Source: an optimization exercise on an open RTL-to-GDS flow (aim: a short achievable clock period and few clock cycles). Production flows keep margins and buffers that such runs may drop.
Function was checked by simulation only, so behaviour that the tests miss may differ from the original.
No activity file was given, so power comes from the tool's default toggle rates.

<file path="flow/run.sh">
#!/bin/bash
# synth_recipe.tcl (not shown) runs the flow's synth.tcl, then flattens the netlist and writes it again
# the make line also repeats each setting of config.mk as NAME=value (left out here)
make -C /OpenROAD-flow-scripts/flow DESIGN_CONFIG=/design/flow/config.mk WORK_HOME=/design/flow/orfs CLKGATE_MAP_FILE= SYNTH_SCRIPT=/design/flow/synth_recipe.tcl finish
</file>
<file path="flow/config.mk">
export PLATFORM = sky130hd
export DESIGN_NAME = microprocessor
export DESIGN_NICKNAME = microprocessor
export VERILOG_FILES = /design/flow/design.v
export SDC_FILE = /design/flow/constraint.sdc
export NUM_CORES = 4
export LEC_CHECK = 0
export CAP_MARGIN = 20
export CORE_MARGIN = 2
export CORE_UTILIZATION = 40
export PLACE_DENSITY = 0.6
export SLEW_MARGIN = 20
</file>
<file path="flow/constraint.sdc">
create_clock -name core_clock -period 10.0 [get_ports {clk}]
set_input_delay 2.0000 -clock core_clock [delete_from_list [all_inputs] [get_ports {clk}]]
set_output_delay 2.0000 -clock core_clock [all_outputs]
set_load 0.01 [all_outputs]
</file>
<file path="flow/design.v">
module microprocessor(clk, rst, imem_addr, imem_data, dmem_addr, dmem_data, dbg_sel, dbg_data, done, data_out);
	input clk;
	input rst;
	output [7:0] imem_addr;
	input [31:0] imem_data;
	output [7:0] dmem_addr;
	input [7:0] dmem_data;
	input [4:0] dbg_sel;
	output [7:0] dbg_data;
	output done;
	output [7:0] data_out;
	reg [7:0] data_out;
	reg [7:0] register_file [31:0];
	reg [7:0] pc;
	reg [31:0] instruction;
	reg [5:0] opcode;
	reg [4:0] rs;
	reg [4:0] rt;
	reg [4:0] rd;
	reg [4:0] shift;
	reg [5:0] function_field;
	reg [7:0] immediate;
	reg [7:0] register_operand_1;
	reg [7:0] register_operand_2;
	reg [7:0] address;
	reg [7:0] lw_read_data;
	reg [2:0] state;
	integer i;
	assign imem_addr = pc;
	assign dmem_addr = address;
	assign dbg_data = register_file[dbg_sel];
	assign done = (state == 3'd7);
	always @(posedge clk) begin
		if (rst) begin
			state <= 0;
			pc <= 8'b00000000;
			address <= 8'b00000000;
			for (i = 0; i < 32; i = i + 1)
				register_file[i] <= 8'b00000000;
		end
		else begin
		case(state) 
			0 :
			begin
				instruction <= imem_data;
				state <= state + 1;
			end
			1 : 
			begin
				opcode <= instruction[31:26];
				case(instruction[31:26])
					0 : 
					begin
						rs <= instruction[25:21];
						rt <= instruction[20:16];
						rd <= instruction[15:11];
						shift <= instruction[10:6];
						function_field <= instruction[5:0];
					end
					default : 
					begin
						rs <= instruction[25:21];
						rt <= instruction[20:16];
						immediate <= instruction[7:0];
					end
				endcase
				state <= state + 1;
			end
			2 : 
			begin
				register_operand_1 <= register_file[rs];
				register_operand_2 <= register_file[rt];
				state <= state + 1;
			end
			3 :
			begin
				case(opcode)
					0 : begin
							case(function_field)
								6'h2a : begin
									register_file[rd] <= $signed(register_operand_1) < $signed(register_operand_2) ? 8'b00000001 : 8'b00000000;
								end
								6'h21 : begin
									register_file[rd] <= register_operand_1 + register_operand_2;
								end
							endcase
							pc <= pc + 1;
						end
					6'h09 : begin
						register_file[rt] <= register_operand_1 + immediate;
						pc <= pc + 1;
					end
					6'h05 : begin
						if(register_operand_1 != register_operand_2) begin
							pc <= pc + immediate;
						end
						else begin
							pc <= pc + 1;
						end
					end
					6'h04 : begin
						if(register_operand_1 == register_operand_2) begin
							pc <= pc + immediate;
						end
						else begin
							pc <= pc + 1;
						end
					end
					6'h23 : begin
						address <= register_operand_1 + immediate;
						pc <= pc + 1;
					end
				endcase
				state <= state + 1;
			end
			4 : 
			begin
				case(opcode) 
					6'h23 : begin
						lw_read_data <= dmem_data;
					end
				endcase
				state <= state + 1;
			end
			5 : 
			begin
				case(opcode)
					6'h23 : begin
						register_file[rt] <= lw_read_data;
					end
				endcase
				if(pc >= 8'h80) begin
					state <= 6;
				end
				else begin
					state <= 0;
				end
			end
			6 :
			begin
				state <= state + 1;
			end
		endcase
		end
	end
	always @(posedge clk)begin
		data_out <= register_file[8'h04];
	end
endmodule
</file>
==> results of run 1 <==
[cells by family after synthesis]
logic type / count (synthesis) / share of synthesized area
AOI/OAI and AO/OA: 279 / 0.0780
xor gates and xnor gates: 15 / 0.00609
adders and majority gates: 40 / 0.0243
buffers and inverters: 142 / 0.0267
DFF: 371 / 0.504
and+or+nand+nor: 409 / 0.0922
muxes: 275 / 0.269
[worst max-delay path by stage]
| stage | start | to | slack [ns] | cells past startpoint |
|---|---|---|---|---|
| floorplan | dbg_sel[0] | dbg_data[0] | 3.95 | 5 |
| global placement | dbg_sel[0] | dbg_data[3] | 2.71 | 6 |
| detailed placement | dbg_sel[0] | dbg_data[3] | 2.67 | 6 |
| CTS | dbg_sel[0] | dbg_data[3] | 2.67 | 6 |
| global route | dbg_sel[0] | dbg_data[3] | 2.59 | 6 |
| finish | dbg_sel[0] | dbg_data[5] | 2.78 | 6 |
[power by group through the flow]
stage	Clock [uW]	Combinational [uW]	Sequential (uW)
after floorplan	0	297	1820
after global placement	0	444	1830
after detailed placement	0	451	1840
after CTS	1700	452	1810
after global routing	1760	480	1810
final	1690	456	1810
[cell usage after synthesis, types with 4 or more instances]
cell type,instances
sky130_fd_sc_hd__or3_1,5
sky130_fd_sc_hd__a21oi_1,164
sky130_fd_sc_hd__o21ai_0,24
sky130_fd_sc_hd__inv_1,26
sky130_fd_sc_hd__o211ai_1,4
sky130_fd_sc_hd__nand3_1,15
sky130_fd_sc_hd__nor3_1,40
sky130_fd_sc_hd__nor2b_1,12
sky130_fd_sc_hd__o21ai_1,7
sky130_fd_sc_hd__ha_1,37
sky130_fd_sc_hd__mux2_2,29
sky130_fd_sc_hd__clkbuf_1,70
sky130_fd_sc_hd__buf_1,20
sky130_fd_sc_hd__nor3b_1,6
sky130_fd_sc_hd__edfxtp_1,344
sky130_fd_sc_hd__nand2_4,4
sky130_fd_sc_hd__and3_1,6
sky130_fd_sc_hd__xnor2_1,11
sky130_fd_sc_hd__nor4_1,5
sky130_fd_sc_hd__a211oi_1,12
sky130_fd_sc_hd__mux2i_1,6
sky130_fd_sc_hd__a31oi_1,10
sky130_fd_sc_hd__a22oi_1,9
sky130_fd_sc_hd__nor2_1,161
sky130_fd_sc_hd__nand4_1,8
sky130_fd_sc_hd__and2_1,8
sky130_fd_sc_hd__o21bai_1,4
sky130_fd_sc_hd__nand2_1,91
sky130_fd_sc_hd__nand2b_1,16
sky130_fd_sc_hd__mux4_2,240
sky130_fd_sc_hd__buf_2,23
sky130_fd_sc_hd__and4_1,4
sky130_fd_sc_hd__a32oi_1,6
sky130_fd_sc_hd__xor2_1,4
sky130_fd_sc_hd__dfxtp_1,27
sky130_fd_sc_hd__a21o_1,7
[metrics by stage]
step | power [uW] | area, um^2 | setup WS, ns
2_1_floorplan | 2110 | 21600 | 3.95
3_3_place_gp | 2280 | 23000 | 2.71
3_5_place_dp | 2290 | 23000 | 2.67
4_1_cts | 3950 | 24600 | 2.67
5_1_grt | 4060 | 24600 | 2.59
6_report | 3950 | 24600 | 2.78
[worst max-delay path, cell delays in order]
cell	delay, ns
sky130_fd_sc_hd__buf_4	0.61
sky130_fd_sc_hd__buf_4	0.65
sky130_fd_sc_hd__mux4_2	0.61
sky130_fd_sc_hd__mux4_2	0.50
sky130_fd_sc_hd__mux2_2	0.28
sky130_fd_sc_hd__clkdlybuf4s50_1	0.49
[registers in the layout, indices dropped and copies added, names as in the netlist]
signal,flops
function_field,6
pc,8
address,8
instruction,29
data_out,8
register_operand_1,8
rt,5
register_operand_2,8
register_file,256
lw_read_data,8
rd,5
rs,5
opcode,6
state,3
immediate,8
[final cells by class]
class | instances | share of cell area
inverter | 27 | 0.00413
tap | 696 | 0.0355
multi-input combinational | 1018 | 0.414
timing repair buffer | 114 | 0.0423
sequential | 371 | 0.443
antenna | 1 | 0.000102
clock buffer | 47 | 0.0453
clock inverter | 35 | 0.0161
[routing by layer]
| metal | global-route usage | routed length, um | vias to the layer above |
|---|---|---|---|
| li1 | - | - | 6248 |
| met2 | 0.391 | 32400 | 1033 |
| met1 | 0.348 | 26700 | 7805 |
| met3 | 0.0571 | 8090 | 171 |
| met4 | 0.117 | 3420 | 0 |
| met5 | 0 | 0 | - |
==> results.py, run 1 <==
metrics = {
    "place": {
        "count_of_port_buffers_added_during_placement": 76,
        "dp_hpwl_mm": 48.2,
        "routability_congestion_estimate": 0.950,
        "numPlacedInstances": 2226,
    },
    "logic_synthesis": {
        "post_synth_instance_area_um2": 21600,
        "postSynthNetCount": 1618,
        "netlist.top_cell.by_area": "sky130_fd_sc_hd__edfxtp_1",
        "synth-seq-cells": 371,
        "synthesis.instances": 1531,
        "asyncSetResetFlopFracSynth": 0,
        "synth.avg_cell_area_um2": 14.1,
        "synth_cell_type_count": 77,
        "synth-main-ff-cell": "sky130_fd_sc_hd__edfxtp_1",
        "synth_sequential_area_ratio": 0.504,
        "yosysWarningCount": 1,
        "synth_enable_flop_cells": 344,
        "yosys-top-cells-area": "sky130_fd_sc_hd__edfxtp_1, sky130_fd_sc_hd__mux4_2, sky130_fd_sc_hd__a21oi_1",
        "synth_top_cell_area_share": 0.479,
    },
    "timing": {
        "hold_ws_ns": 0.413,
        "setup_viol": 0,
        "worst_clock_skew_ns": 0.0267,
        "totalNegativeSetupSlack_ns": 0,
        "achievable_freq_mhz": 139,
        "timing.slew.headroom": 0.218,
        "final_period_minus_worst_setup_slack_ns": 7.22,
        "period_share": 0.722,
        "timing_worst_slew_pin_value_ns": 1.17,
        "slew_violations": 0,
        "final-hold-violation-count": 0,
        "setup_repair_after_global_routing_missed_its_margin": "false",
    },
    "die": {
        "fp.dieH_um": 236,
        "horizontal_die_dimension_um": 236,
        "placementRows": 85,
        "design.die.area_um2": 55800,
        "top_level_ports": 80,
        "floorplan.initialDensity": 0.402,
        "core_area_um2": 53600,
    },
    "cts": {
        "cts_hold_buf": 0,
        "tritoncts.num_buffers": 44,
        "clock_latency_ns": 0.60,
        "largest_buffer_count_on_any_clock_path": 3,
        "cts_tree": "yes",
        "clkSinkCount": 371,
        "root_buffer_cell": "sky130_fd_sc_hd__clkbuf_16",
        "postCtsSetupRepairBufs": 0,
        "cts.clk_slew.worst_paths_ns": 0.06,
        "clock_tree.htree_level_count": 2,
        "cts_resized": 0,
    },
    "power": {
        "power.switching_uw": 980,
        "power.ir.vdd_worst_uv": 114,
        "power_leakage_uw": 0.00802,
        "netSwitchingFraction": 0.248,
        "share_of_power_burned_in_registers": 0.457,
        "p_int_uw": 2970,
        "clockPowerShare": 0.427,
        "power_density_nw_per_um2": 161,
        "share_comb_of_total_power": 0.116,
    },
    "setup_path": {
        "maximum_fanout_along_the_worst_path": 37,
        "cp-end-kind": "output port",
        "worstReg2RegStart": "rt[0]",
        "worstSetupPathType": "primary input to output port",
        "setup.worst_path.start_class": "primary input",
        "timing.critical_path.arrival_ns": 5.22,
        "worst_r2r_endpoint": "register_file[12][5]",
        "r2r.worst_path.cells": 5,
        "worst-endpoint-required_ns": 8.00,
        "rrSetupSlack_ns": 5.85,
    },
    "cells_and_area": {
        "multiInputGateArea_um2": 10200,
        "finish.net_count": 1663,
        "final-seq-area_um2": 10900,
        "layout.cells.most_common": "sky130_fd_sc_hd__edfxtp_1",
        "mostFrequentLayoutCells": "sky130_fd_sc_hd__edfxtp_1, sky130_fd_sc_hd__mux4_2, sky130_fd_sc_hd__a21oi_1, sky130_fd_sc_hd__nor2_1, sky130_fd_sc_hd__nand2_1",
        "finalCoreUtilization": 0.458,
        "final-instance-count-excl-fill": 2309,
        "drive_above_1_share": 0.259,
        "areaGrowthSynthToFinish_pct": 13.9,
        "layout.filler_cells": 4789,
    },
    "routing": {
        "vias_per_cell": 6.61,
        "route.final.wire_length_mm": 70.7,
        "drt-pass1-iter-count": 6,
        "1st_iter_drt_viols": 2120,
        "remaining_drc_errors": 0,
        "routedWlPerCell_um": 30.6,
        "routed-via-count": 15257,
        "detail-route-antenna-nets": 0,
    },
    "global_route": {
        "grt_pass1_vias": 15029,
        "first_pass_grt_wire_length_mm": 102,
        "grt_overflow": 0,
        "grt_start_max_net_pins": 65,
        "grt_usage": 0.255,
        "grt_antenna_before_repair": 0,
    },
    "min_path": {
        "hold_path.class": "flip-flop to flip-flop",
        "timing.hold.worst.start": "instruction[6]",
        "timing.hold.worst_path_depth": 0,
        "worst_hold_path.endpoint": "immediate[6]",
    },
    "run": {
        "max_cap_viol_count": 0,
    },
    "run_status": {
        "status": "no timing/DRC/antenna violations",
    },
}
Testbench counts, summed over its fixed seeds: cycles 311,328.
==> inputs of run 2 (changes only) <==
==> flow/design.v (replaced) <==
module microprocessor(clk, rst, imem_addr, imem_data, dmem_addr, dmem_data, dbg_sel, dbg_data, done, data_out);
	input clk;
	input rst;
	output [7:0] imem_addr;
	input [31:0] imem_data;
	output [7:0] dmem_addr;
	input [7:0] dmem_data;
	input [4:0] dbg_sel;
	output [7:0] dbg_data;
	output done;
	output [7:0] data_out;
	reg [7:0] register_file [31:0];
	reg [7:0] pc;
	reg [7:0] address;
	reg [31:0] lw_pending;	 
	reg halted;
	reg done_r;
	integer i;
	wire [5:0] opcode = imem_data[31:26];
	wire [4:0] rs = imem_data[25:21];
	wire [4:0] rt = imem_data[20:16];
	wire [4:0] rd = imem_data[15:11];
	wire [5:0] function_field = imem_data[5:0];
	wire [7:0] immediate = imem_data[7:0];
	reg [7:0] operand_file [31:0];
	always @(*)
		for (i = 0; i < 32; i = i + 1)
			operand_file[i] = lw_pending[i] ? dmem_data : register_file[i];
	wire [7:0] register_operand_1 = operand_file[rs];
	wire [7:0] register_operand_2 = operand_file[rt];
	wire is_r = (opcode == 6'h00);
	wire is_addu = is_r && (function_field == 6'h21);
	wire is_slt = is_r && (function_field == 6'h2a);
	wire is_addiu = (opcode == 6'h09);
	wire is_lw = (opcode == 6'h23);
	wire is_beq = (opcode == 6'h04);
	wire is_bne = (opcode == 6'h05);
	wire [7:0] sum_rr = register_operand_1 + register_operand_2;
	wire [7:0] sum_ri = register_operand_1 + immediate;
	wire less = $signed(register_operand_1) < $signed(register_operand_2);
	wire equal = (register_operand_1 == register_operand_2);
	wire taken = (is_beq && equal) || (is_bne && !equal);
	wire [7:0] next_pc = taken ? pc + immediate : pc + 8'd1;
	wire write_en = is_addu || is_slt || is_addiu;
	wire [4:0] write_reg = is_r ? rd : rt;
	wire [7:0] write_data = is_addu ? sum_rr : is_slt ? {7'd0, less} : sum_ri;
	wire run = !halted;
	wire halt_now = run && (next_pc >= 8'h80);
	assign imem_addr = pc;
	assign dmem_addr = address;
	assign dbg_data = register_file[dbg_sel];
	assign data_out = register_file[8'h04];
	assign done = done_r;
	always @(posedge clk) begin
		if (rst) begin
			pc <= 8'd0;
			halted <= 1'b0;
			done_r <= 1'b0;
			lw_pending <= 32'd0;
			for (i = 0; i < 32; i = i + 1)
				register_file[i] <= 8'd0;
		end
		else begin
			for (i = 0; i < 32; i = i + 1) begin
				if (run && write_en && write_reg == i)
					register_file[i] <= write_data;
				else if (lw_pending[i])
					register_file[i] <= dmem_data;
			end
			for (i = 0; i < 32; i = i + 1)
				lw_pending[i] <= run && is_lw && rt == i;
			if (run)
				pc <= next_pc;
			if (halt_now)
				halted <= 1'b1;
			done_r <= halted || (halt_now && !is_lw);
		end
	end
	always @(posedge clk)
		address <= sum_ri;
endmodule
==> run 2 against run 1 <==
Effect of this change: still clean on timing, DRC and antenna; final cell count rose by 29%; combinational power fell by 38%; fmax fell by 18%; synthesized cell count rose by 49%; setup slack got worse by 1.5 ns; routed wire length rose by 94%; die area fell by 12%; utilization rose by 1.3 points; critical endpoint is now pc[7]; highest routed layer is now met5.
==> results.py, run 2 <==
metrics = {
    "setup_path": {
        "timing.critical_path.arrival_ns": 9.24,
        "worst-endpoint-required_ns": 10.49,
        "critical_path.top_delay_family": "simple AND/OR/NAND/NOR gates",
        "maximum_fanout_along_the_worst_path": 22,
        "crit_path_top_delay_cell": "sky130_fd_sc_hd__clkdlybuf4s50_1",
        "cp_cell_sequence": "clkdlybuf4s50_1 -> mux2i_1 -> o22ai_1 -> or4_1 -> nor4_1 -> a22oi_1 -> ha_1 -> nor4_1 -> nand4_1 -> xor2_1 -> nor3_1 -> nand2_1 -> inv_1 -> ha_1 -> a21o_1 -> a21oi_1 -> nor2b_1 -> o21a_1 -> o41ai_1 -> xor2_1 -> a21oi_1 -> o21a_1",
        "setup.worst_path.start_class": "primary input",
        "cp_slowest_stage_delay_ns": 0.95,
        "cp-end-kind": "flip-flop",
        "worstSetupPathType": "primary input to flip-flop",
        "critPathBufInv": 2,
    },
    "cells_and_area": {
        "mostFrequentLayoutCells": "sky130_fd_sc_hd__nor2_1, sky130_fd_sc_hd__dfxtp_1, sky130_fd_sc_hd__mux2i_1, sky130_fd_sc_hd__a211oi_1, sky130_fd_sc_hd__o22ai_1",
        "drive_above_1_share": 0.121,
        "largest_reg_flops": 256,
        "layout.cells.most_common": "sky130_fd_sc_hd__nor2_1",
        "final-instance-count-excl-fill": 2982,
        "top_register": "register_file",
        "design_area_um2": 22000,
        "finish.net_count": 2423,
        "layout_top_registers": "register_file x256, lw_pending x32",
        "areaGrowthSynthToFinish_pct": 16.1,
    },
    "die": {
        "floorplan.initialDensity": 0.406,
        "fp.dieH_um": 222,
        "horizontal_die_dimension_um": 222,
        "placementRows": 79,
        "core_area_um2": 46700,
        "design.die.area_um2": 49100,
        "top_level_ports": 80,
    },
    "routing": {
        "route.final.wire_length_mm": 137,
        "drt-pass1-iter-count": 22,
        "detail-route-antenna-nets": 0,
        "1st_iter_drt_viols": 4856,
        "routed-via-count": 23067,
        "vias_per_cell": 7.74,
        "remaining_drc_errors": 0,
        "routedWlPerCell_um": 46.0,
    },
    "logic_synthesis": {
        "yosys-top-cells-area": "sky130_fd_sc_hd__dfxtp_1, sky130_fd_sc_hd__mux2i_1, sky130_fd_sc_hd__a211oi_1",
        "synth_sequential_area_ratio": 0.323,
        "synth-main-ff-cell": "sky130_fd_sc_hd__dfxtp_1",
        "synthesis.instances": 2286,
        "yosys.cell_count.top_type": "sky130_fd_sc_hd__nor2_1",
        "netlist.top_cell.by_area": "sky130_fd_sc_hd__dfxtp_1",
        "synth_commonest_cells": "sky130_fd_sc_hd__nor2_1, sky130_fd_sc_hd__dfxtp_1, sky130_fd_sc_hd__mux2i_1",
        "asyncSetResetFlopFracSynth": 0,
        "postSynthNetCount": 2365,
        "synth_top_cell_area_share": 0.323,
        "synth.avg_cell_area_um2": 8.29,
        "synth_cell_type_count": 70,
        "yosysWarningCount": 3,
        "synth_enable_flop_cells": 0,
        "post_synth_instance_area_um2": 18900,
        "synth-seq-cells": 306,
    },
    "timing": {
        "final-hold-violation-count": 0,
        "setup_repair_after_global_routing_missed_its_margin": "false",
        "achievable_freq_mhz": 114,
        "slew_violations": 0,
        "totalNegativeSetupSlack_ns": 0,
        "setup_viol": 0,
        "period_share": 0.875,
        "timing_worst_slew_pin_value_ns": 1.39,
        "worst_clock_skew_ns": 0.0146,
        "timing.slew.headroom": 0.0741,
        "final_period_minus_worst_setup_slack_ns": 8.75,
    },
    "cts": {
        "clock_tree.htree_level_count": 2,
        "postCtsSetupRepairBufs": 0,
        "cts_resized": 0,
        "cts_hold_buf": 0,
        "cts.clk_slew.worst_paths_ns": 0.06,
        "tritoncts.num_buffers": 38,
        "root_buffer_cell": "sky130_fd_sc_hd__clkbuf_16",
        "clkSinkCount": 306,
        "largest_buffer_count_on_any_clock_path": 3,
        "clock_latency_ns": 0.60,
        "cts_tree": "yes",
    },
    "power": {
        "power_leakage_uw": 0.00695,
        "power.total_uw": 2960,
        "power.ir.vdd_worst_uv": 123,
        "power_density_nw_per_um2": 135,
    },
    "place": {
        "routability_congestion_estimate": 1.18,
        "numPlacedInstances": 2909,
        "dp_hpwl_mm": 89.3,
        "count_of_port_buffers_added_during_placement": 76,
        "postPlaceCellArea_um2": 20700,
    },
    "global_route": {
        "grt_antenna_before_repair": 8,
        "grt_overflow": 0,
        "grt_pass1_vias": 20695,
        "grt_usage": 0.537,
        "first_pass_grt_wire_length_mm": 180,
        "grt_start_max_net_pins": 109,
    },
    "run": {
        "max_cap_viol_count": 0,
    },
    "run_status": {
        "status": "no timing/DRC/antenna violations",
    },
    "min_path": {
        "hold_path.class": "flip-flop to flip-flop",
    },
}
## run 2: cell types whose count changed after synthesis, moves of 44 or more
| cell | change |
|---|---|
| sky130_fd_sc_hd__a211oi_1 | +210 |
| sky130_fd_sc_hd__nor2_1 | +222 |
| sky130_fd_sc_hd__mux2i_1 | +222 |
| sky130_fd_sc_hd__mux4_2 | -240 |
| sky130_fd_sc_hd__dfxtp_1 | +279 |
| sky130_fd_sc_hd__edfxtp_1 | -344 |
| sky130_fd_sc_hd__a21oi_1 | -108 |
| sky130_fd_sc_hd__nand3_1 | +48 |
| sky130_fd_sc_hd__buf_2 | +44 |
| sky130_fd_sc_hd__a221oi_1 | +54 |
| sky130_fd_sc_hd__o22ai_1 | +208 |
| sky130_fd_sc_hd__a22o_1 | +48 |
## run 2: power breakdown
part           switching, uW  internal [uW]  leakage (uW)  total (uW)
combinational            211           70.1       0.00387         281
clock                    619            832      0.000607        1450
sequential              3.22           1220       0.00247        1230
total                    833           2130       0.00695        2960
## run 2: path summary, 6_finish.rpt
path / from / end / slack (ns) / depth (start not counted)
hold reg to reg: pc[3] / pc[3] / 0.49 / 2
hold / removal: pc[3] / pc[3] / 0.49 / 2
setup reg to reg: lw_pending[30] / pc[7] / 2.84 / 21
setup / recovery: dmem_data[6] / pc[7] / 1.25 / 22
## run 2: per-stage QoR
stage	hold WS, ns	setup WS [ns]	utilization
after global routing	0.536	1.13	0.471
after global placement	0.484	0.805	0.443
after floorplan	0.502	3.22	-
after detailed placement	0.479	0.896	0.443
final	0.491	1.25	0.471
after CTS	0.490	1.46	0.470
## run 2: worst register-to-register path, stage by stage, from the launching register on
cell and delay, ns:
sky130_fd_sc_hd__dfxtp_1 1.18, sky130_fd_sc_hd__mux2i_1 0.50, sky130_fd_sc_hd__o22ai_1 0.14, sky130_fd_sc_hd__or4_1 0.55, sky130_fd_sc_hd__nor4_1 0.67, sky130_fd_sc_hd__a22oi_1 0.31, sky130_fd_sc_hd__ha_1 0.45, sky130_fd_sc_hd__nor4_1 0.29
sky130_fd_sc_hd__nand4_1 0.18, sky130_fd_sc_hd__xor2_1 0.19, sky130_fd_sc_hd__nor3_1 0.49, sky130_fd_sc_hd__nand2_1 0.22, sky130_fd_sc_hd__inv_1 0.10, sky130_fd_sc_hd__ha_1 0.23, sky130_fd_sc_hd__a21o_1 0.18, sky130_fd_sc_hd__a21oi_1 0.22
sky130_fd_sc_hd__nor2b_1 0.08, sky130_fd_sc_hd__o21a_1 0.19, sky130_fd_sc_hd__o41ai_1 0.36, sky130_fd_sc_hd__xor2_1 0.25, sky130_fd_sc_hd__a21oi_1 0.14, sky130_fd_sc_hd__o21a_1 0.16
## run 2: final cells by class
class,count,area [um^2]
Tap cell,607,759
Multi-Input combinational cell,1767,12000
Timing Repair Buffer,208,1770
Clock inverter,6,57.6
Sequential cell,306,6130
Clock buffer,61,1180
Fill cell,4587,24700
Inverter,23,86.3
Antenna cell,4,10.0
## run 2: cell families (layout without fill, tap and decap cells)
group	count (synthesis)	count (layout)	synth area share
fa+ha+maj	32	32	0.0223
simple gates	731	731	0.177
xor+xnor	18	18	0.00905
other cells	0	4	0
compound gates	724	724	0.275
mux	262	262	0.141
flops	306	306	0.323
buf+inv	213	298	0.0526
## run 2: routing by layer
metal  vias to the layer above  routed length [um]  global-route usage
met5                         -                 726              0.0762
met4                        29               14400               0.419
met3                       792               24700               0.345
met2                      2439               49400               0.690
met1                     10943               48100               0.615
li1                       8864                   -                   -
Testbench counts of run 2, summed over its fixed seeds: cycles 51,952.
==> inputs of run 3 (changes only) <==
==> flow/design.v (replaced) <==
module microprocessor(clk, rst, imem_addr, imem_data, dmem_addr, dmem_data, dbg_sel, dbg_data, done, data_out);
	input clk;
	input rst;
	output [7:0] imem_addr;
	input [31:0] imem_data;
	output [7:0] dmem_addr;
	input [7:0] dmem_data;
	input [4:0] dbg_sel;
	output [7:0] dbg_data;
	output done;
	output [7:0] data_out;
	function [7:0] prefix_carry;
		input [7:0] a;
		input [7:0] b;
		input cin;
		reg [7:0] g, p, g1, p1, g2, p2, g3;
		begin
			g = a & b;
			p = a ^ b;
			g[0] = g[0] | (p[0] & cin);
			g1 = g | ((p & {g[6:0], 1'b0}));
			p1 = p & {p[6:0], 1'b1};
			g2 = g1 | ((p1 & {g1[5:0], 2'b0}));
			p2 = p1 & {p1[5:0], 2'b11};
			g3 = g2 | ((p2 & {g2[3:0], 4'b0}));
			prefix_carry = g3;
		end
	endfunction
	function [7:0] add8;
		input [7:0] a;
		input [7:0] b;
		reg [7:0] c;
		begin
			c = prefix_carry(a, b, 1'b0);
			add8 = (a ^ b) ^ {c[6:0], 1'b0};
		end
	endfunction
	reg [7:0] register_file [31:0];
	reg [7:0] pc;
	reg [7:0] alu_out;	 
	reg load_pending;	 
	reg [31:0] write_pending;	 
	reg halted;
	reg done_r;
	integer i;
	wire [5:0] opcode = imem_data[31:26];
	wire [4:0] rs = imem_data[25:21];
	wire [4:0] rt = imem_data[20:16];
	wire [4:0] rd = imem_data[15:11];
	wire [5:0] function_field = imem_data[5:0];
	wire [7:0] immediate = imem_data[7:0];
	wire [7:0] write_back = load_pending ? dmem_data : alu_out;
	reg [7:0] operand_file [31:0];
	always @(*)
		for (i = 0; i < 32; i = i + 1)
			operand_file[i] = write_pending[i] ? write_back : register_file[i];
	wire is_r = (opcode == 6'h00);
	wire is_addu = is_r && (function_field == 6'h21);
	wire is_slt = is_r && (function_field == 6'h2a);
	wire is_addiu = (opcode == 6'h09);
	wire is_lw = (opcode == 6'h23);
	wire is_beq = (opcode == 6'h04);
	wire is_bne = (opcode == 6'h05);
	wire use_imm = is_addiu || is_lw;
	wire [7:0] register_operand_1 = operand_file[rs];
	wire [7:0] register_operand_2 = use_imm ? immediate : operand_file[rt];
	wire [7:0] sum = add8(register_operand_1, register_operand_2);
	wire [7:0] cmp_carry = prefix_carry({1'b0, register_operand_1[6:0]}, {1'b0, ~register_operand_2[6:0]}, 1'b1);
	wire low_ge = cmp_carry[6];
	wire less = (register_operand_1[7] != register_operand_2[7]) ? register_operand_1[7] : !low_ge;
	wire equal = (register_operand_1 == register_operand_2);
	wire taken = (is_beq && equal) || (is_bne && !equal);
	wire [7:0] pc_target = add8(pc, immediate);
	wire [7:0] pc_inc = pc + 8'd1;
	wire [7:0] next_pc = ({8{taken}} & pc_target) | ({8{!taken}} & pc_inc);
	wire write_en = is_addu || is_slt || is_addiu || is_lw;
	wire [4:0] write_reg = is_r ? rd : rt;
	wire run = !halted;
	wire halt_now = run && next_pc[7];
	assign imem_addr = pc;
	assign dmem_addr = alu_out;
	assign dbg_data = register_file[dbg_sel];
	assign data_out = register_file[8'h04];
	assign done = done_r;
	always @(posedge clk) begin
		if (rst) begin
			pc <= 8'd0;
			halted <= 1'b0;
			done_r <= 1'b0;
			write_pending <= 32'd0;
			for (i = 0; i < 32; i = i + 1)
				register_file[i] <= 8'd0;
		end
		else begin
			for (i = 0; i < 32; i = i + 1)
				if (write_pending[i])
					register_file[i] <= write_back;
			for (i = 0; i < 32; i = i + 1)
				write_pending[i] <= run && write_en && write_reg == i;
			if (run)
				pc <= next_pc;
			if (halt_now)
				halted <= 1'b1;
			done_r <= halted || (halt_now && !write_en);
		end
	end
	always @(posedge clk) begin
		alu_out <= is_slt ? {7'd0, less} : sum;
		load_pending <= is_lw;
	end
endmodule
--- a/flow/config.mk
+++ b/flow/config.mk
@@ -9,4 +9,5 @@
 export CORE_MARGIN = 2
 export CORE_UTILIZATION = 40
 export PLACE_DENSITY = 0.6
+export SETUP_SLACK_MARGIN = 5
 export SLEW_MARGIN = 20
==> run 3 against run 2 <==
Effect of this change: final area up 17%; count of clock-buffer cells in the layout down 15; final cell count up 4.7%; critical path type is now primary input to output port.
==> results.py, run 3 <==
metrics = {
    "logic_synthesis": {
        "synth_commonest_cells": "sky130_fd_sc_hd__nor2_1, sky130_fd_sc_hd__nand2_1, sky130_fd_sc_hd__dfxtp_1",
        "postSynthNetCount": 2323,
        "netlist.top_cell.by_area": "sky130_fd_sc_hd__dfxtp_1",
        "synth-main-ff-cell": "sky130_fd_sc_hd__dfxtp_1",
        "synth_sequential_area_ratio": 0.373,
        "synth_enable_flop_cells": 0,
        "xor_xnor_fraction_of_synth_area": 0.00744,
        "synth_cell_type_count": 62,
        "post_synth_mux_area_share": 0.00691,
        "yosys.area_share.adder": 0.0197,
        "yosys.cell_count.top_type": "sky130_fd_sc_hd__nor2_1",
        "yosys-top-cells-area": "sky130_fd_sc_hd__dfxtp_1, sky130_fd_sc_hd__nor2_1, sky130_fd_sc_hd__o21ai_0",
        "yosysWarningCount": 3,
        "yosys.area_share.simple": 0.257,
        "synth_top_cell_area_share": 0.373,
        "synth_compound_area_frac": 0.293,
        "synth.avg_cell_area_um2": 7.32,
        "synthesis.instances": 2252,
        "synth_top_family_by_area": "compound AO/OA/AOI/OAI gates",
        "post_synth_instance_area_um2": 16500,
        "synth-seq-cells": 307,
        "asyncSetResetFlopFracSynth": 0,
    },
    "cells_and_area": {
        "drive_above_1_share": 0.344,
        "largest_reg_flops": 256,
        "design_area_um2": 25600,
        "layout.cells.most_common": "sky130_fd_sc_hd__nor2_1",
        "layout.filler_cells": 3412,
        "layout_top_registers": "register_file x256, write_pending x32",
        "top_register": "register_file",
        "finish.net_count": 2625,
        "mostFrequentLayoutCells": "sky130_fd_sc_hd__nor2_1, sky130_fd_sc_hd__dfxtp_1, sky130_fd_sc_hd__nand2_1, sky130_fd_sc_hd__buf_4, sky130_fd_sc_hd__o22ai_1",
        "areaGrowthSynthToFinish_pct": 55.6,
    },
    "timing": {
        "slew_violations": 0,
        "timing.slew.headroom": 0.186,
        "timing_worst_slew_pin_value_ns": 1.22,
        "achievable_freq_mhz": 168,
        "final_period_minus_worst_setup_slack_ns": 5.95,
        "setup_repair_after_global_routing_missed_its_margin": "true",
        "worst_clock_skew_ns": 0.0202,
        "hold_ws_ns": 0.531,
        "setup_viol": 0,
        "setup_ws_ns": 4.05,
        "period_share": 0.595,
        "final-hold-violation-count": 0,
        "totalNegativeSetupSlack_ns": 0,
    },
    "place": {
        "placement.setup.worst_slack_ns": 2.73,
        "count_of_port_buffers_added_during_placement": 76,
        "routability_congestion_estimate": 1.06,
        "dp_hpwl_mm": 67.9,
        "postPlaceCellArea_um2": 18000,
    },
    "setup_path": {
        "worst_r2r_endpoint": "pc[0]",
        "worst-endpoint-required_ns": 8.00,
        "r2r.worst_path.cells": 18,
        "setup.worst_path.start_class": "primary input",
        "timing.critical_path.arrival_ns": 3.95,
        "rrSetupSlack_ns": 5.03,
        "worstSetupPathType": "primary input to output port",
        "cp-end-kind": "output port",
        "maximum_fanout_along_the_worst_path": 8,
        "worstReg2RegStart": "load_pending",
    },
    "global_route": {
        "grt_pass1_vias": 20873,
        "first_pass_grt_wire_length_mm": 160,
        "grt_usage": 0.544,
        "grt_start_max_net_pins": 102,
        "grt_overflow": 0,
        "grt_antenna_before_repair": 8,
    },
    "run_status": {
        "status": "no timing/DRC/antenna violations",
    },
    "power": {
        "power.switching_uw": 896,
        "power.ir.vdd_worst_uv": 112,
        "power_density_nw_per_um2": 131,
        "power_leakage_uw": 0.00914,
        "netSwitchingFraction": 0.267,
        "p_int_uw": 2460,
        "share_comb_of_total_power": 0.124,
        "share_of_power_burned_in_registers": 0.370,
        "clockPowerShare": 0.506,
    },
    "cts": {
        "root_buffer_cell": "sky130_fd_sc_hd__clkbuf_16",
        "tritoncts.num_buffers": 38,
        "largest_buffer_count_on_any_clock_path": 3,
        "cts_tree": "yes",
        "clock_tree.htree_level_count": 2,
        "cts.clk_slew.worst_paths_ns": 0.06,
        "clock_latency_ns": 0.61,
        "clkSinkCount": 307,
    },
    "run": {
        "max_cap_viol_count": 0,
    },
    "routing": {
        "1st_iter_drt_viols": 4139,
        "routedWlPerCell_um": 39.1,
        "detail-route-antenna-nets": 0,
        "remaining_drc_errors": 0,
        "vias_per_cell": 7.39,
        "routed-via-count": 23058,
        "drt-pass1-iter-count": 12,
        "route.final.wire_length_mm": 122,
    },
    "die": {
        "horizontal_die_dimension_um": 207,
        "core_area_um2": 40700,
        "fp.dieH_um": 207,
        "placementRows": 74,
        "top_level_ports": 80,
        "design.die.area_um2": 42800,
        "floorplan.initialDensity": 0.404,
    },
    "min_path": {
        "timing.hold.worst_path_depth": 2,
        "timing.hold.worst.start": "register_file[26][6]",
        "worst_hold_path.endpoint": "register_file[26][6]",
        "hold_path.class": "flip-flop to flip-flop",
    },
}
==> run 3: repair_timing <==
item,4_1_cts,5_1_grt
gates resized for setup,753,219
pin swaps,163,112
endpoints found under the setup margin,26,21
hold buffers,0,0
gates cloned,17,6
buffers inserted,194,62
==> run 3: power groups by stage <==
stage | Sequential (uW) | Clock, uW | Combinational [uW]
CTS | 1240 | 1670 | 352
detailed placement | 1270 | 0 | 228
global placement | 1270 | 0 | 226
global route | 1240 | 1730 | 418
finish | 1240 | 1700 | 417
floorplan | 1270 | 0 | 131
==> run 3: how the worst max path moves through the flow <==
stage,cells past startpoint,end,slack [ns],startpoint
after floorplan,7,dbg_data[7],4.79,dbg_sel[3]
after global placement,16,pc[1],2.77,imem_data[19]
after detailed placement,16,pc[1],2.73,imem_data[19]
after CTS,10,dbg_data[2],4.15,dbg_sel[1]
after global routing,9,dbg_data[3],4.08,dbg_sel[4]
final,9,dbg_data[3],4.05,dbg_sel[4]
==> run 3: worst max-delay path, stage by stage <==
cell                       delay (ns)
sky130_fd_sc_hd__buf_12          0.12
sky130_fd_sc_hd__nor2_1          0.18
sky130_fd_sc_hd__nand2_2         0.19
sky130_fd_sc_hd__nor2_4          0.70
sky130_fd_sc_hd__a221oi_2        0.14
sky130_fd_sc_hd__nand4_1         0.24
sky130_fd_sc_hd__nor3_2          0.08
sky130_fd_sc_hd__nor2_1          0.13
sky130_fd_sc_hd__buf_2           0.15
==> run 3: per-layer routing <==
metal  track usage  vias up  wire length [um]
li1              -     8958                 -
met1         0.612    10875             41800
met2         0.723     2369             46400
met3         0.334      842             21300
met4         0.423       14             12100
met5         0.103        -               405
==> run 3: kinds of logic after synthesis <==
logic type               count (synthesis)
AND/OR/NAND/NOR                        983
AO/OA/AOI/OAI                          743
flip-flops                             307
buffers and inverters                  170
adder cells (fa/ha/maj)                 25
XOR/XNOR                                14
multiplexers                            10
==> run 3: metrics by stage <==
| stage | util | cells | power, uW |
|---|---|---|---|
| floorplan | - | 2252 | 1400 |
| global placement | 0.441 | 2767 | 1500 |
| detailed placement | 0.441 | 2767 | 1500 |
| CTS | 0.589 | 3046 | 3270 |
| global route | 0.629 | 3116 | 3390 |
| finish | 0.629 | 3122 | 3360 |
==> run 3: final cells by class <==
cell class,instances,area (um^2),area share
repair buffers,403,4590,0.179
clock inverters,22,417,0.0162
inverters,25,100,0.00390
clock buffers,46,1090,0.0427
flip-flops and latches,307,6150,0.240
diodes,8,20.0,0.000781
well taps,532,666,0.0260
multi-input cells,1779,12600,0.492
Testbench counts of run 3, summed over its fixed seeds: cycles 51,952.
==> inputs of run 4 (changes only) <==
--- a/flow/design.v
+++ b/flow/design.v
@@ -36,6 +36,7 @@
 		end
 	endfunction
 	reg [7:0] register_file [31:0];
+	reg [7:0] debug_file [31:0];	 
 	reg [7:0] pc;
 	reg [7:0] alu_out;	 
 	reg load_pending;	 
@@ -79,8 +80,8 @@
 	wire halt_now = run && next_pc[7];
 	assign imem_addr = pc;
 	assign dmem_addr = alu_out;
-	assign dbg_data = register_file[dbg_sel];
-	assign data_out = register_file[8'h04];
+	assign dbg_data = debug_file[dbg_sel];
+	assign data_out = debug_file[8'h04];
 	assign done = done_r;
 	always @(posedge clk) begin
 		if (rst) begin
@@ -88,17 +89,20 @@
 			halted <= 1'b0;
 			done_r <= 1'b0;
 			write_pending <= 32'd0;
-			for (i = 0; i < 32; i = i + 1)
+			for (i = 0; i < 32; i = i + 1) begin
 				register_file[i] <= 8'd0;
+				debug_file[i] <= 8'd0;
+			end
 		end
 		else begin
 			for (i = 0; i < 32; i = i + 1)
-				if (write_pending[i])
+				if (write_pending[i]) begin
 					register_file[i] <= write_back;
+					debug_file[i] <= write_back;
+				end
 			for (i = 0; i < 32; i = i + 1)
 				write_pending[i] <= run && write_en && write_reg == i;
-			if (run)
-				pc <= next_pc;
+			pc <= next_pc;
 			if (halt_now)
 				halted <= 1'b1;
 			done_r <= halted || (halt_now && !write_en);
==> run 4 against run 3 <==
Effect of this change: register-to-register slack better by 0.19 ns; hold slack worse by 0.046 ns; count of clock-buffer cells in the layout is 47 higher; die area is 49% higher; global-route usage is 17 points lower; utilization is 8.7 points lower; final cell count is 31% higher; critical path depth is 1 lower; critical endpoint is now dbg_data[0].
==> results.py, run 4 <==
metrics = {
    "timing": {
        "timing_worst_slew_pin_value_ns": 1.11,
        "timing.slew.headroom": 0.263,
        "setup_viol": 0,
        "slew_violations": 0,
        "setup_repair_after_global_routing_missed_its_margin": "true",
        "final_period_minus_worst_setup_slack_ns": 5.92,
        "totalNegativeSetupSlack_ns": 0,
        "worst_clock_skew_ns": 0.0237,
        "final-hold-violation-count": 0,
        "hold_ws_ns": 0.484,
        "achievable_freq_mhz": 169,
        "period_share": 0.592,
    },
    "cells_and_area": {
        "drive_above_1_share": 0.254,
        "layout.filler_cells": 5575,
        "number_of_inserted_diodes": 0,
        "final-instance-count-excl-fill": 4097,
        "areaGrowthSynthToFinish_pct": 34.7,
        "layout_top_registers": "debug_file x256, register_file x256, write_pending x32",
        "finish.net_count": 3329,
        "layout.cells.most_common": "sky130_fd_sc_hd__nor2_1",
        "mostFrequentLayoutCells": "sky130_fd_sc_hd__nor2_1, sky130_fd_sc_hd__dfxtp_1, sky130_fd_sc_hd__a211oi_1, sky130_fd_sc_hd__nand2_1, sky130_fd_sc_hd__buf_4",
        "design_area_um2": 33300,
        "finalCoreUtilization": 0.542,
    },
    "die": {
        "floorplan.initialDensity": 0.402,
        "horizontal_die_dimension_um": 252,
        "core_area_um2": 61400,
        "placementRows": 91,
        "top_level_ports": 80,
        "fp.dieH_um": 252,
        "design.die.area_um2": 63700,
    },
    "setup_path": {
        "worstReg2RegStart": "load_pending",
        "worst_r2r_endpoint": "pc[0]",
        "startpoint": "dbg_sel[0]",
        "worst-endpoint-required_ns": 8.00,
        "critical_path.top_delay_family": "compound AO/OA/AOI/OAI gates",
        "cp_slowest_stage_delay_ns": 0.38,
        "timing.critical_path.arrival_ns": 3.92,
        "r2r.worst_path.cells": 19,
        "cp_cell_sequence": "buf_12 -> or3b_4 -> nor2_4 -> a22o_1 -> a221oi_1 -> nand4_1 -> o32a_1 -> buf_2",
        "worstSetupPathDepth": 8,
        "rrSetupSlack_ns": 5.22,
        "worstSetupPathType": "primary input to output port",
        "cp-end-kind": "output port",
        "crit_path_top_delay_cell": "sky130_fd_sc_hd__o32a_1",
        "critPathBufInv": 2,
        "maximum_fanout_along_the_worst_path": 8,
        "endpoint": "dbg_data[0]",
        "setup.worst_path.start_class": "primary input",
    },
    "cts": {
        "clkSinkCount": 563,
        "clock_latency_ns": 0.66,
        "clock_tree.htree_level_count": 2,
        "cts_tree": "yes",
        "tritoncts.num_buffers": 60,
        "largest_buffer_count_on_any_clock_path": 3,
        "root_buffer_cell": "sky130_fd_sc_hd__clkbuf_16",
        "cts.clk_slew.worst_paths_ns": 0.06,
    },
    "place": {
        "count_of_port_buffers_added_during_placement": 76,
        "routability_congestion_estimate": 1.02,
        "numPlacedInstances": 3758,
        "dp_hpwl_mm": 69.5,
        "postPlaceCellArea_um2": 26300,
    },
    "global_route": {
        "first_pass_grt_wire_length_mm": 174,
        "grt_pass1_vias": 25339,
        "grt_usage": 0.374,
        "grt_start_max_net_pins": 215,
        "grt_overflow": 0,
        "grt_antenna_before_repair": 0,
    },
    "logic_synthesis": {
        "asyncSetResetFlopFracSynth": 0,
        "synth-seq-cells": 563,
        "synthesis.instances": 3076,
        "yosys.area_share.simple": 0.204,
        "synth-main-ff-cell": "sky130_fd_sc_hd__dfxtp_1",
        "post_synth_mux_area_share": 0.00456,
        "synth_enable_flop_cells": 0,
        "post_synth_instance_area_um2": 24700,
        "synth_compound_area_frac": 0.274,
        "synth_commonest_cells": "sky130_fd_sc_hd__nor2_1, sky130_fd_sc_hd__dfxtp_1, sky130_fd_sc_hd__nand2_1",
        "synth_top_family_by_area": "compound AO/OA/AOI/OAI gates",
        "netlist.top_cell.by_area": "sky130_fd_sc_hd__dfxtp_1",
        "synth.avg_cell_area_um2": 8.03,
        "synth_sequential_area_ratio": 0.456,
        "yosys.area_share.adder": 0.0132,
        "yosys-top-cells-area": "sky130_fd_sc_hd__dfxtp_1, sky130_fd_sc_hd__nor2_1, sky130_fd_sc_hd__a211oi_1",
        "yosys.cell_count.top_type": "sky130_fd_sc_hd__nor2_1",
        "xor_xnor_fraction_of_synth_area": 0.00674,
        "postSynthNetCount": 3147,
        "synth_cell_type_count": 56,
        "yosysWarningCount": 4,
        "synth_top_cell_area_share": 0.456,
    },
    "power": {
        "power.ir.vdd_worst_uv": 131,
        "netSwitchingFraction": 0.249,
        "power.switching_uw": 1240,
        "clockPowerShare": 0.468,
        "power_density_nw_per_um2": 150,
        "share_comb_of_total_power": 0.079,
        "power_leakage_uw": 0.0113,
        "share_of_power_burned_in_registers": 0.453,
        "p_int_uw": 3740,
    },
    "run_status": {
        "status": "no timing/DRC/antenna violations",
    },
    "routing": {
        "detail-route-antenna-nets": 0,
        "routed-via-count": 26766,
        "route.final.wire_length_mm": 122,
        "remaining_drc_errors": 0,
        "1st_iter_drt_viols": 3449,
        "vias_per_cell": 6.53,
        "routedWlPerCell_um": 29.8,
        "drt-pass1-iter-count": 7,
    },
    "min_path": {
        "hold_path.class": "flip-flop to flip-flop",
    },
    "run": {
        "max_cap_viol_count": 0,
    },
}
## run 4: per-stage QoR
stage | total power, uW | worst slack (ns)
6_report | 4980 | 4.08
5_1_grt | 5080 | 4.07
4_1_cts | 4950 | 4.13
3_5_place_dp | 2540 | 2.59
3_3_place_gp | 2540 | 2.56
2_1_floorplan | 2450 | 4.75
## run 4: what timing repair did
item / in CTS / in global routing
setup endpoints to repair: 26 / 22
resized for setup: 765 / 112
setup buffers: 170 / 37
hold buffers: 0 / 0
gates cloned: 21 / 0
pin swaps: 135 / 95
## run 4: tightest hold or removal path, delay by kind of cell, from the launching register on
family,cells,cell delay (ns)
AOI/OAI and AO/OA,1,0.05
DFF,1,0.31
and+or+nand+nor,1,0.08
## run 4: how the worst min path moves through the flow
stage | slack (ns) | start | cells past startpoint | endpoint
floorplan | 0.46 | register_file[26][2] | 2 | register_file[26][2]
global placement | 0.47 | debug_file[5][4] | 2 | debug_file[5][4]
detailed placement | 0.48 | debug_file[2][5] | 2 | debug_file[2][5]
CTS | 0.48 | debug_file[27][6] | 2 | debug_file[27][6]
global route | 0.50 | debug_file[16][0] | 2 | debug_file[16][0]
finish | 0.48 | debug_file[13][2] | 2 | debug_file[13][2]
## run 4: cell families after synthesis
kind of cell,after synthesis
mux,10
fa+ha+maj,25
buf+inv,259
flops,563
simple gates,1209
xor+xnor,19
compound gates,991
## run 4: per-layer routing
layer / GRT usage / part of all wire / vias up
li1: - / - / 11655
met5: 0 / 0 / -
met4: 0.233 / 0.072 / 0
met1: 0.460 / 0.38 / 12771
met2: 0.583 / 0.44 / 1818
met3: 0.0969 / 0.11 / 522
## run 4: final cells by class
cell class	instances	area [um^2]	share of cell area
Multi-Input combinational cell	2258	15100	0.455
Clock buffer	93	1810	0.0543
Tap cell	790	988	0.0297
Timing Repair Buffer	355	3740	0.113
Clock inverter	18	244	0.00734
Sequential cell	563	11300	0.339
Inverter	20	90.1	0.00271
## run 4: power groups by stage
stage / sequential (uW) / combinational, uW / clock [uW]
2_1_floorplan: 2300 / 147 / 0
3_3_place_gp: 2300 / 237 / 0
3_5_place_dp: 2300 / 238 / 0
4_1_cts: 2250 / 359 / 2340
5_1_grt: 2250 / 398 / 2430
6_report: 2250 / 391 / 2330
Testbench counts of run 4, summed over its fixed seeds: cycles 51,952.
==> inputs of run 5 (changes only) <==
--- a/flow/config.mk
+++ b/flow/config.mk
@@ -7,7 +7,7 @@
 export LEC_CHECK = 0
 export CAP_MARGIN = 20
 export CORE_MARGIN = 2
-export CORE_UTILIZATION = 40
-export PLACE_DENSITY = 0.6
+export CORE_UTILIZATION = 60
+export PLACE_DENSITY = 0.75
 export SETUP_SLACK_MARGIN = 5
 export SLEW_MARGIN = 20
==> run 5 against run 4 <==
Effect of this change: routed wire length up 2.8%; sequential cell count unchanged; count of clock-buffer cells in the layout down 17; critical path type unchanged; largest cell class unchanged; largest power group unchanged.
==> results.py, run 5 <==
metrics = {
    "die": {
        "fp.dieH_um": 207,
        "design.die.area_um2": 42800,
        "core_area_um2": 40700,
        "top_level_ports": 80,
        "placementRows": 74,
        "floorplan.initialDensity": 0.606,
        "horizontal_die_dimension_um": 207,
    },
    "global_route": {
        "first_pass_grt_wire_length_mm": 173,
        "grt_overflow": 0,
        "grt_pass1_vias": 26491,
        "use_met1": 0.626,
        "grt_antenna_before_repair": 12,
        "grt_busiest_layer": "met2",
        "global_route.usage.met2": 0.783,
        "grt_start_max_net_pins": 148,
        "global_route.usage.met3": 0.281,
        "grt_usage": 0.557,
    },
    "run_status": {
        "status": "no timing/DRC/antenna violations",
    },
    "routing": {
        "routed-via-count": 29107,
        "detail-route-antenna-nets": 0,
        "1st_iter_drt_viols": 6038,
        "routedWlPerCell_um": 33.0,
        "vias_per_cell": 7.67,
        "remaining_drc_errors": 0,
        "route.final.wire_length_mm": 125,
        "drt-pass1-iter-count": 14,
    },
    "setup_path": {
        "critical_path.top_delay_family": "compound AO/OA/AOI/OAI gates",
        "worst-endpoint-required_ns": 8.00,
        "worstReg2RegStart": "load_pending",
        "cp_slowest_stage_delay_ns": 0.56,
        "rrSetupSlack_ns": 4.88,
        "cp_cell_sequence": "buf_12 -> nand3b_1 -> nor2_2 -> buf_6 -> a22o_1 -> a221oi_2 -> nand4_1 -> o32a_1 -> buf_2",
        "timing.critical_path.arrival_ns": 4.31,
        "worstSetupPathType": "primary input to output port",
        "cp-end-kind": "output port",
        "crit_path_top_delay_cell": "sky130_fd_sc_hd__o32a_1",
        "critPathBufInv": 3,
        "r2r.worst_path.cells": 22,
        "maximum_fanout_along_the_worst_path": 7,
        "worst_r2r_endpoint": "alu_out[0]",
        "setup.worst_path.start_class": "primary input",
    },
    "timing": {
        "final_period_minus_worst_setup_slack_ns": 6.31,
        "setup_repair_after_global_routing_missed_its_margin": "true",
        "slew_violations": 0,
        "worst_clock_skew_ns": 0.0307,
        "timing_worst_slew_pin_value_ns": 1.15,
        "period_share": 0.631,
        "totalNegativeSetupSlack_ns": 0,
        "final-hold-violation-count": 0,
        "achievable_freq_mhz": 159,
        "setup_viol": 0,
        "setup_ws_ns": 3.69,
        "timing.slew.headroom": 0.235,
        "hold_ws_ns": 0.486,
    },
    "logic_synthesis": {
        "yosys-top-cells-area": "sky130_fd_sc_hd__dfxtp_1, sky130_fd_sc_hd__nor2_1, sky130_fd_sc_hd__a211oi_1",
        "yosys.cell_count.top_type": "sky130_fd_sc_hd__nor2_1",
        "synth_sequential_area_ratio": 0.456,
        "synth_top_cell_area_share": 0.456,
        "synth-main-ff-cell": "sky130_fd_sc_hd__dfxtp_1",
        "synth.avg_cell_area_um2": 8.03,
        "post_synth_instance_area_um2": 24700,
        "yosysWarningCount": 4,
        "postSynthNetCount": 3147,
        "asyncSetResetFlopFracSynth": 0,
        "synth-seq-cells": 563,
        "synth_commonest_cells": "sky130_fd_sc_hd__nor2_1, sky130_fd_sc_hd__dfxtp_1, sky130_fd_sc_hd__nand2_1",
        "synthesis.instances": 3076,
        "netlist.top_cell.by_area": "sky130_fd_sc_hd__dfxtp_1",
        "synth_enable_flop_cells": 0,
        "synth_cell_type_count": 56,
    },
    "cells_and_area": {
        "layout.cells.most_common": "sky130_fd_sc_hd__nor2_1",
        "finish.net_count": 3278,
        "design_area_um2": 31900,
        "areaGrowthSynthToFinish_pct": 29.3,
        "mostFrequentLayoutCells": "sky130_fd_sc_hd__nor2_1, sky130_fd_sc_hd__dfxtp_1, sky130_fd_sc_hd__a211oi_1, sky130_fd_sc_hd__nand2_1, sky130_fd_sc_hd__o22ai_1",
        "layout.filler_cells": 2573,
        "drive_above_1_share": 0.230,
        "layout_top_registers": "debug_file x256, register_file x256, write_pending x32",
    },
    "power": {
        "power_density_nw_per_um2": 155,
        "p_int_uw": 3700,
        "power.ir.vdd_worst_uv": 133,
        "share_of_power_burned_in_registers": 0.456,
        "clockPowerShare": 0.469,
        "power.switching_uw": 1250,
        "power_leakage_uw": 0.0107,
        "share_comb_of_total_power": 0.075,
        "power.total_uw": 4950,
        "netSwitchingFraction": 0.252,
    },
    "cts": {
        "root_buffer_cell": "sky130_fd_sc_hd__clkbuf_16",
        "clock_latency_ns": 0.67,
        "cts_hold_buf": 0,
        "tritoncts.num_buffers": 57,
        "clock_tree.htree_level_count": 2,
        "clkSinkCount": 563,
        "largest_buffer_count_on_any_clock_path": 3,
        "cts.clk_slew.worst_paths_ns": 0.07,
        "cts_tree": "yes",
    },
    "min_path": {
        "timing.hold.worst.start": "debug_file[24][4]",
        "hold_path.class": "flip-flop to flip-flop",
        "worst_hold_path.endpoint": "debug_file[24][4]",
        "timing.hold.worst_path_depth": 2,
    },
    "place": {
        "placement.setup.worst_slack_ns": 2.44,
        "count_of_port_buffers_added_during_placement": 76,
        "routability_congestion_estimate": 1.06,
        "postPlaceCellArea_um2": 26000,
        "dp_hpwl_mm": 65.0,
    },
    "run": {
        "max_cap_viol_count": 0,
    },
}
[run 5: what timing repair did]
item                       4_1_cts  5_1_grt
gates cloned                    19        1
gates resized for setup        596      129
setup endpoints to repair       26       23
buffers inserted               115       46
hold endpoints to repair         0        0
pin swaps                      136       97
[run 5: how the worst max path moves through the flow]
stage / from / end / slack (ns) / cells after the start
6_report: dbg_sel[4] / dbg_data[3] / 3.69 / 9
5_1_grt: dbg_sel[4] / dbg_data[3] / 3.60 / 9
4_1_cts: dbg_sel[1] / dbg_data[3] / 4.22 / 9
3_5_place_dp: dmem_data[3] / done_r / 2.44 / 17
3_3_place_gp: dmem_data[3] / done_r / 2.55 / 17
2_1_floorplan: dbg_sel[3] / dbg_data[0] / 4.75 / 7
[run 5: cell families (layout without fill, tap and decap cells)]
logic type	count (synthesis)	count (layout)	share of synthesized area
AO/OA/AOI/OAI	991	992	0.274
XOR/XNOR	19	19	0.00674
adder cells (fa/ha/maj)	25	25	0.0132
buffers and inverters	259	434	0.0413
flip-flops	563	563	0.456
multiplexers	10	12	0.00456
other	0	11	0
AND/OR/NAND/NOR	1209	1209	0.204
[run 5: worst min-delay path, delay by kind of cell (launching register included)]
family           cells  cell delay, ns
flip-flops           1            0.31
AND/OR/NAND/NOR      1            0.08
AO/OA/AOI/OAI        1            0.05
[run 5: routing by layer]
layer / up-vias / wire length (um)
met1: 13371 / 40800
met4: 20 / 14100
met2: 3012 / 49300
li1: 11553 / -
met3: 1151 / 20800
met5: - / 445
[run 5: layout make-up]
type | instances | area, um^2 | area share
Inverter | 20 | 80.1 | 0.00251
Clock inverter | 30 | 413 | 0.0129
Sequential cell | 563 | 11300 | 0.353
Clock buffer | 76 | 1580 | 0.0494
Tap cell | 532 | 666 | 0.0208
Timing Repair Buffer | 308 | 3280 | 0.103
Multi-Input combinational cell | 2257 | 14600 | 0.457
Antenna cell | 11 | 27.5 | 0.000862
[run 5: power groups by stage]
stage,Sequential (uW),Clock (uW),Combinational [uW]
finish,2250,2320,372
global placement,2300,0,227
global route,2250,2370,373
floorplan,2300,0,147
detailed placement,2300,0,232
CTS,2250,2260,321
[run 5: metrics by stage]
step	utilization	std cells
finish	0.784	3797
global route	0.783	3790
CTS	0.762	3739
detailed placement	0.638	3499
global placement	0.638	3499
floorplan	-	3076
==> inputs of run 6 (changes only) <==
--- a/flow/design.v
+++ b/flow/design.v
@@ -37,13 +37,18 @@
 	endfunction
 	reg [7:0] register_file [31:0];
 	reg [7:0] debug_file [31:0];	 
-	reg [7:0] pc;
+	reg [7:0] pc_inc;	 
+	reg [7:0] pc_target;	 
+	reg branch_taken;	 
+	reg halted;	 
 	reg [7:0] alu_out;	 
 	reg load_pending;	 
+	reg write_any;	 
 	reg [31:0] write_pending;	 
-	reg halted;
-	reg done_r;
 	integer i;
+	wire [7:0] pc = branch_taken ? pc_target : pc_inc;
+	wire stopped = halted || (pc >= 8'h80);
+	wire run = !stopped;
 	wire [5:0] opcode = imem_data[31:26];
 	wire [4:0] rs = imem_data[25:21];
 	wire [4:0] rt = imem_data[20:16];
@@ -71,23 +76,20 @@
 	wire less = (register_operand_1[7] != register_operand_2[7]) ? register_operand_1[7] : !low_ge;
 	wire equal = (register_operand_1 == register_operand_2);
 	wire taken = (is_beq && equal) || (is_bne && !equal);
-	wire [7:0] pc_target = add8(pc, immediate);
-	wire [7:0] pc_inc = pc + 8'd1;
-	wire [7:0] next_pc = ({8{taken}} & pc_target) | ({8{!taken}} & pc_inc);
 	wire write_en = is_addu || is_slt || is_addiu || is_lw;
 	wire [4:0] write_reg = is_r ? rd : rt;
-	wire run = !halted;
-	wire halt_now = run && next_pc[7];
 	assign imem_addr = pc;
 	assign dmem_addr = alu_out;
 	assign dbg_data = debug_file[dbg_sel];
 	assign data_out = debug_file[8'h04];
-	assign done = done_r;
+	assign done = stopped && !write_any;
 	always @(posedge clk) begin
 		if (rst) begin
-			pc <= 8'd0;
+			pc_inc <= 8'd0;
+			pc_target <= 8'd0;
+			branch_taken <= 1'b0;
 			halted <= 1'b0;
-			done_r <= 1'b0;
+			write_any <= 1'b0;
 			write_pending <= 32'd0;
 			for (i = 0; i < 32; i = i + 1) begin
 				register_file[i] <= 8'd0;
@@ -102,10 +104,11 @@
 				end
 			for (i = 0; i < 32; i = i + 1)
 				write_pending[i] <= run && write_en && write_reg == i;
-			pc <= next_pc;
-			if (halt_now)
-				halted <= 1'b1;
-			done_r <= halted || (halt_now && !write_en);
+			write_any <= run && write_en;
+			pc_inc <= pc + 8'd1;
+			pc_target <= add8(pc, immediate);
+			branch_taken <= taken;
+			halted <= stopped;
 		end
 	end
 	always @(posedge clk) begin
--- a/flow/config.mk
+++ b/flow/config.mk
@@ -7,7 +7,7 @@
 export LEC_CHECK = 0
 export CAP_MARGIN = 20
 export CORE_MARGIN = 2
-export CORE_UTILIZATION = 60
-export PLACE_DENSITY = 0.75
+export CORE_UTILIZATION = 40
+export PLACE_DENSITY = 0.6
 export SETUP_SLACK_MARGIN = 5
 export SLEW_MARGIN = 20
==> run 6 against run 5 <==
Effect of this change: still clean on timing, DRC and antenna; register-to-register slack improved by 0.77 ns; count of clock-buffer cells in the layout increased by 15; clock skew increased by 0.012 ns; sequential cell count increased by 9; final cell count increased by 9.4%; sequential share of layout area increased by 0.38 points; largest power group unchanged.
==> results.py, run 6 <==
metrics = {
    "setup_path": {
        "cp_cell_sequence": "buf_8 -> or3b_4 -> buf_12 -> nor2_4 -> buf_12 -> buf_6 -> a22o_1 -> a221oi_2 -> nand4_1 -> o32a_1 -> buf_2",
        "cp-end-kind": "output port",
        "critical_path.top_delay_family": "compound AO/OA/AOI/OAI gates",
        "cp_slowest_stage_delay_ns": 0.33,
        "setup.worst_path.start_class": "primary input",
        "critPathBufInv": 5,
        "worst-endpoint-required_ns": 8.00,
        "crit_path_top_delay_cell": "sky130_fd_sc_hd__o32a_1",
        "timing.critical_path.arrival_ns": 3.87,
        "crit_top_cell": "sky130_fd_sc_hd__buf_12",
        "rrSetupSlack_ns": 5.65,
        "worstSetupPathType": "primary input to output port",
        "maximum_fanout_along_the_worst_path": 8,
    },
    "global_route": {
        "grt_pass1_vias": 23946,
        "grt_overflow": 0,
        "grt_start_max_net_pins": 218,
        "first_pass_grt_wire_length_mm": 169,
        "grt_antenna_before_repair": 3,
        "grt_usage": 0.361,
    },
    "cells_and_area": {
        "layout.filler_cells": 5742,
        "final-instance-count-excl-fill": 4154,
        "finish.net_count": 3337,
        "mostFrequentLayoutCells": "sky130_fd_sc_hd__nor2_1, sky130_fd_sc_hd__dfxtp_1, sky130_fd_sc_hd__a211oi_1, sky130_fd_sc_hd__nand2_1, sky130_fd_sc_hd__o21ai_0",
        "layout.cells.most_common": "sky130_fd_sc_hd__nor2_1",
        "areaGrowthSynthToFinish_pct": 28.0,
        "finalCoreUtilization": 0.519,
        "layout_top_registers": "debug_file x256, register_file x256, write_pending x32",
        "drive_above_1_share": 0.194,
        "final-seq-area_um2": 11500,
        "multiInputGateArea_um2": 14500,
    },
    "timing": {
        "setup_repair_after_global_routing_missed_its_margin": "true",
        "final_period_minus_worst_setup_slack_ns": 5.87,
        "totalNegativeSetupSlack_ns": 0,
        "timing_worst_slew_pin_value_ns": 1.22,
        "period_share": 0.587,
        "timing.slew.headroom": 0.185,
        "final-hold-violation-count": 0,
        "achievable_freq_mhz": 170,
        "setup_viol": 0,
        "slew_violations": 0,
        "hold_ws_ns": 0.486,
        "worst_clock_skew_ns": 0.0423,
    },
    "run_status": {
        "status": "no timing/DRC/antenna violations",
    },
    "power": {
        "p_int_uw": 3780,
        "power_leakage_uw": 0.0107,
        "power_density_nw_per_um2": 156,
        "power.total_uw": 5020,
        "share_comb_of_total_power": 0.069,
        "power.switching_uw": 1240,
        "power.ir.vdd_worst_uv": 141,
        "clockPowerShare": 0.475,
        "netSwitchingFraction": 0.246,
        "share_of_power_burned_in_registers": 0.456,
    },
    "cts": {
        "clkSinkCount": 572,
        "cts.clk_slew.worst_paths_ns": 0.06,
        "cts_hold_buf": 0,
        "tritoncts.num_buffers": 61,
        "root_buffer_cell": "sky130_fd_sc_hd__clkbuf_16",
        "clock_tree.htree_level_count": 2,
        "cts_tree": "yes",
        "clock_latency_ns": 0.67,
        "largest_buffer_count_on_any_clock_path": 3,
    },
    "logic_synthesis": {
        "post_synth_instance_area_um2": 25100,
        "asyncSetResetFlopFracSynth": 0,
        "postSynthNetCount": 3244,
        "synthesis.instances": 3173,
        "synth-main-ff-cell": "sky130_fd_sc_hd__dfxtp_1",
        "synth_commonest_cells": "sky130_fd_sc_hd__nor2_1, sky130_fd_sc_hd__dfxtp_1, sky130_fd_sc_hd__nand2_1",
        "synth_cell_type_count": 58,
        "yosys.cell_count.top_type": "sky130_fd_sc_hd__nor2_1",
        "netlist.top_cell.by_area": "sky130_fd_sc_hd__dfxtp_1",
        "synth_sequential_area_ratio": 0.457,
        "synth_top_cell_area_share": 0.457,
        "yosysWarningCount": 4,
        "yosys-top-cells-area": "sky130_fd_sc_hd__dfxtp_1, sky130_fd_sc_hd__nor2_1, sky130_fd_sc_hd__a211oi_1",
        "synth_enable_flop_cells": 0,
        "synth-seq-cells": 572,
        "synth.avg_cell_area_um2": 7.90,
    },
    "place": {
        "numPlacedInstances": 3902,
        "count_of_port_buffers_added_during_placement": 76,
        "dp_hpwl_mm": 71.8,
        "routability_congestion_estimate": 1.02,
    },
    "die": {
        "placementRows": 91,
        "core_area_um2": 61800,
        "horizontal_die_dimension_um": 254,
        "top_level_ports": 80,
        "design.die.area_um2": 64700,
        "floorplan.initialDensity": 0.405,
        "fp.dieH_um": 254,
    },
    "run": {
        "max_cap_viol_count": 0,
    },
    "routing": {
        "vias_per_cell": 6.39,
        "detail-route-antenna-nets": 0,
        "routedWlPerCell_um": 29.4,
        "remaining_drc_errors": 0,
        "route.final.wire_length_mm": 122,
        "1st_iter_drt_viols": 3443,
        "drt-pass1-iter-count": 8,
        "routed-via-count": 26553,
    },
    "min_path": {
        "hold_path.class": "flip-flop to flip-flop",
    },
}
## run 6: layout make-up
class,count,area share
Clock buffer,91,0.0555
Clock inverter,22,0.00975
Multi-Input combinational cell,2344,0.453
Tap cell,837,0.0326
Antenna cell,1,0.0000780
Inverter,17,0.00211
Timing Repair Buffer,270,0.0897
Sequential cell,572,0.357
## run 6: cells by family (layout without fill, tap and decap cells)
kind of cell               count (synthesis)  after routing  synth area share
muxes                                     18             20           0.00854
AOI/OAI and AO/OA                        916            916             0.248
DFF                                      572            572             0.457
adders and majority gates                 24             24            0.0126
other                                      0              1                 0
and+or+nand+nor                         1368           1369             0.228
buffers and inverters                    260            400            0.0403
xor gates and xnor gates                  15             15           0.00579
## run 6: path summary, 6_finish.rpt
| check | startpoint | to | depth (start not counted) |
|---|---|---|---|
| worst min register to register | debug_file[5][5] | debug_file[5][5] | 2 |
| worst max register to register | write_pending[24] | alu_out[7] | 17 |
| worst min-delay path | debug_file[5][5] | debug_file[5][5] | 2 |
| worst max-delay path | dbg_sel[1] | dbg_data[5] | 11 |
## run 6: metrics by stage
stage | worst slack (ns) | instance area (um^2)
floorplan | 4.79 | 25400
global placement | 2.71 | 26700
detailed placement | 2.74 | 26700
CTS | 4.19 | 30800
global route | 4.09 | 32100
finish | 4.13 | 32100
## run 6: timing repair
| item | CTS | global route |
|---|---|---|
| pin swaps | 57 | 74 |
| endpoints found under the setup margin | 17 | 14 |
| buffers inserted | 76 | 45 |
| cloned | 9 | 8 |
| resized for setup | 370 | 249 |
## run 6: routing by layer
layer  global-route usage  part of all wire  vias to the layer above
met3               0.0937              0.11                      499
met5                    0           0.00017                        -
met2                0.542              0.43                     1719
met1                0.462              0.39                    12676
met4                0.225             0.074                        4
li1                     -                 -                    11655
## run 6: power by group through the flow
stage / Combinational, uW / Sequential (uW) / Clock, uW
after detailed placement: 238 / 2340 / 0
final: 344 / 2290 / 2380
after global routing: 351 / 2290 / 2490
after floorplan: 137 / 2340 / 0
after CTS: 296 / 2290 / 2400
after global placement: 237 / 2340 / 0
## run 6: worst reg2reg max path, stage by stage, from the launching register on
cell and delay (ns):
sky130_fd_sc_hd__dfxtp_1 0.98, sky130_fd_sc_hd__buf_4 0.53, sky130_fd_sc_hd__nand2_1 0.19, sky130_fd_sc_hd__o21ai_4 0.12, sky130_fd_sc_hd__nor2_1 0.07, sky130_fd_sc_hd__nor4_1 0.25
sky130_fd_sc_hd__nand4_1 0.21, sky130_fd_sc_hd__o22ai_4 0.32, sky130_fd_sc_hd__o21ai_2 0.14, sky130_fd_sc_hd__ha_4 0.23, sky130_fd_sc_hd__a21o_1 0.20, sky130_fd_sc_hd__a21oi_4 0.15
sky130_fd_sc_hd__o21bai_1 0.10, sky130_fd_sc_hd__a21oi_2 0.19, sky130_fd_sc_hd__o21bai_1 0.11, sky130_fd_sc_hd__a21oi_2 0.16, sky130_fd_sc_hd__xnor3_1 0.22, sky130_fd_sc_hd__nor2_1 0.08
Testbench counts of run 6, summed over its fixed seeds: cycles 51,952.

Setup slack of run 6, layout unchanged: 4.131 ns with ideal ports, 4.090 ns with driving cells assumed (clock clkbuf_16, inputs buf_2), 4.090 ns with port delays also shifted by the 0.717 ns mid clock arrival.
